Source: an optimization exercise on an open RTL-to-GDS flow (aim: small area, a short achievable clock period and few clock cycles per item). Production flows keep margins and buffers that such runs may drop.

==> flow/design.v <==
`timescale 1ns / 10ps
module MGU #(
	parameter VPropWidth   = 32,
	parameter EIndexWidth  = 32,
	parameter EDegreeWidth = 30,
	parameter DataWidth    = 512,
	parameter MsgWidth     = 64,
	parameter VMUDataWidth = 94
)(
    input 						 clk,
	input 						 resetn,
	output reg    [MsgWidth-1:0] FIFO_data_msg,
	output                       FIFO_write_msg,
    input                        FIFO_full_msg,
	input     [VMUDataWidth-1:0] FIFO_data_vmu_a,
	output                       FIFO_read_vmu_a,
	input                        FIFO_empty_vmu_a,
	input                        FIFO_read_valid_vmu_a,
	input     [VMUDataWidth-1:0] FIFO_data_vmu_b,
	output                       FIFO_read_vmu_b,
	input                        FIFO_empty_vmu_b,
	input                        FIFO_read_valid_vmu_b,
	output       [EIndexWidth-1:0] read_addr,
	input	     [DataWidth-1:0] read_data,
	output	   			         start_rd,
	input                        end_rd
);
localparam [1:0] S_RST = 2'd0, S_IDLE = 2'd1, S_WAIT = 2'd2, S_DATA = 2'd3;
reg  [1:0]  state;
reg  [30:0] prop;        
reg  [13:0] nblk;        
reg         rem1;        
reg         rem2;        
reg  [7:0]  slot;        
reg  [29:0] rem;         
reg         msg_v;       
reg         full_q;      
wire        rv  = FIFO_read_valid_vmu_a | FIFO_read_valid_vmu_b;
wire [93:0] rec = ({94{FIFO_read_valid_vmu_a}} & FIFO_data_vmu_a) |
                  ({94{FIFO_read_valid_vmu_b}} & FIFO_data_vmu_b);
wire data    = (state == S_DATA);
wire cap     = data & (~msg_v | ~full_q);    
wire newrec  = rv & state[0];                
wire nextblk = cap & slot[7] & ~rem1;
assign FIFO_write_msg = msg_v & ~full_q;
assign start_rd       = newrec | nextblk;
assign read_addr      = {12'h44a, rec[46:33] | ({14{~rv}} & nblk), 6'b000000};
wire msg_v_n = cap | (msg_v & full_q);
wire cap_n   = ~FIFO_full_msg | ~msg_v_n;
wire last_n  = (data & cap & ~slot[7] & rem2) |
               (data & ~cap & rem1) |
               ((state == S_WAIT) & end_rd & rem1);
wire want    = resetn & (((state == S_IDLE) & ~rv) | (last_n & cap_n));
assign FIFO_read_vmu_a = want & ~FIFO_empty_vmu_a;
assign FIFO_read_vmu_b = want & FIFO_empty_vmu_a & ~FIFO_empty_vmu_b;
reg [63:0] e;
integer i;
always @* begin
    e = 64'd0;
    for (i = 0; i < 8; i = i + 1)
        e = e | ({64{slot[i]}} & read_data[64*i +: 64]);
end
wire [15:0] weight   = {e[55:48], e[63:56]};
wire [32:0] neighbor = {e[8], e[23:16], e[31:24], e[39:32], e[47:40]};
wire [16:0] sum_lo   = {1'b0, prop[15:0]} + {1'b0, weight};
wire [14:0] sum_hi   = sum_lo[16] ? prop[30:16] + 15'd1 : prop[30:16];
always @(posedge clk) begin
    full_q <= FIFO_full_msg;
    if (cap)
        FIFO_data_msg <= {neighbor, sum_hi, sum_lo[15:0]};
    if (newrec) begin
        prop <= rec[92:62];
        nblk <= rec[46:33] + 14'd1;
        rem1 <= (rec[29:0] == 30'd1);
        rem2 <= (rec[29:0] == 30'd2);
        slot <= 8'd1 << rec[32:30];
        rem  <= rec[29:0];
    end else if (cap) begin
        rem  <= rem - 30'd1;
        slot <= {slot[6:0], slot[7]};
        rem1 <= rem2;
        rem2 <= (rem == 30'd3);
        if (slot[7]) nblk <= nblk + 14'd1;
    end
    if (~resetn) begin
        state <= S_RST;
        msg_v <= 1'b0;
    end else begin
        msg_v <= msg_v_n;
        case (state)
        S_RST:  state <= S_IDLE;
        S_IDLE: if (rv) state <= S_WAIT;
        S_WAIT: if (end_rd) state <= S_DATA;
        S_DATA: if (cap & (slot[7] | rem1)) state <= (rem1 & ~rv) ? S_IDLE : S_WAIT;
        endcase
    end
end
endmodule
clock: 4.0 ns
lec_check: 0
abc_clock_period_in_ps: 2500
cap_margin: 20
core_area: 10 10 290 290
die_area: 0 0 300 300
place_density: 0.6
setup_slack_margin: 1.5
slew_margin: 20
standard.sh (not shown) runs the stock make flow with config.mk's settings and CLKGATE_MAP_FILE= SYNTH_SCRIPT=/design/flow/synth_recipe.tcl, a recipe that flattens the netlist after the stock synthesis.
==> flow/flow/run.sh <==
#!/bin/bash
# Standard layout, except that the port buffers use the smallest buffer cell.
set -euo pipefail
export BUFFER_PORTS_ARGS="-buffer_cell sky130_fd_sc_hd__buf_1"
bash standard.sh finish > standard_make.log 2>&1
The baseline finished clean.
Rerun with:
--- a/flow/config.mk
+++ b/flow/config.mk
@@ -8,6 +8,6 @@
 export ABC_CLOCK_PERIOD_IN_PS = 2500
 export CAP_MARGIN = 20
-export CORE_AREA = 10 10 290 290
-export DIE_AREA = 0 0 300 300
+export CORE_AREA = 5 5 195 195
+export DIE_AREA = 0 0 200 200
 export PLACE_DENSITY = 0.6
 export SETUP_SLACK_MARGIN = 1.5
Result: The new run never finished: it broke off in I/O pin placement (PPL-0024); area after synthesis is unchanged; synthesized cell count is unchanged.
Rerun with:
==> flow/config.mk (replaced) <==
export PLATFORM = sky130hd
export DESIGN_NAME = MGU
export DESIGN_NICKNAME = MGU
export VERILOG_FILES = /design/flow/design.v
export SDC_FILE = /design/flow/constraint.sdc
export NUM_CORES = 4
export LEC_CHECK = 0
export CAP_MARGIN = 20
export CORE_AREA = 10 10 290 290
export DIE_AREA = 0 0 300 300
export PLACE_DENSITY = 0.6
export SETUP_SLACK_MARGIN = 1.0
export SLEW_MARGIN = 20
The new run completed with no timing, DRC or antenna violations.
Synthesized cell count stays the same.
Synthesized area stays the same.
Function was not checked in any run of this note: the RTL went through the layout flow alone.

[afterwards: timing with drivers on the ports]
In the flow no input, the clock included, has a driving cell. The finished layouts below were timed again as built, in two steps.
Step 1: set_driving_cell puts a clkbuf_16 on clk and a buf_2 on each other input, an assumption about the parent block.
Step 2, shift: input delay + t, output delay - t, t = (earliest + latest rising clock arrival at the registers) / 2. This alone moves slack from input paths to output paths.
Slacks: ideal / step 1 / step 2; pairs: ideal / step 1.
run	shift t [ns]	setup WS [ns]	hold WS [ns]
the first run	0.532	0.895 / 0.895 / 0.512	0.524 / 0.528 / 0.528
the third run	0.528	0.825 / 0.825 / 0.410	0.472 / 0.484 / 0.550
After both steps every run listed still meets setup and hold. For the third run, which loses most, drivers alone change the setup slack by 0.000 ns; drivers and shift together by -0.415 ns.
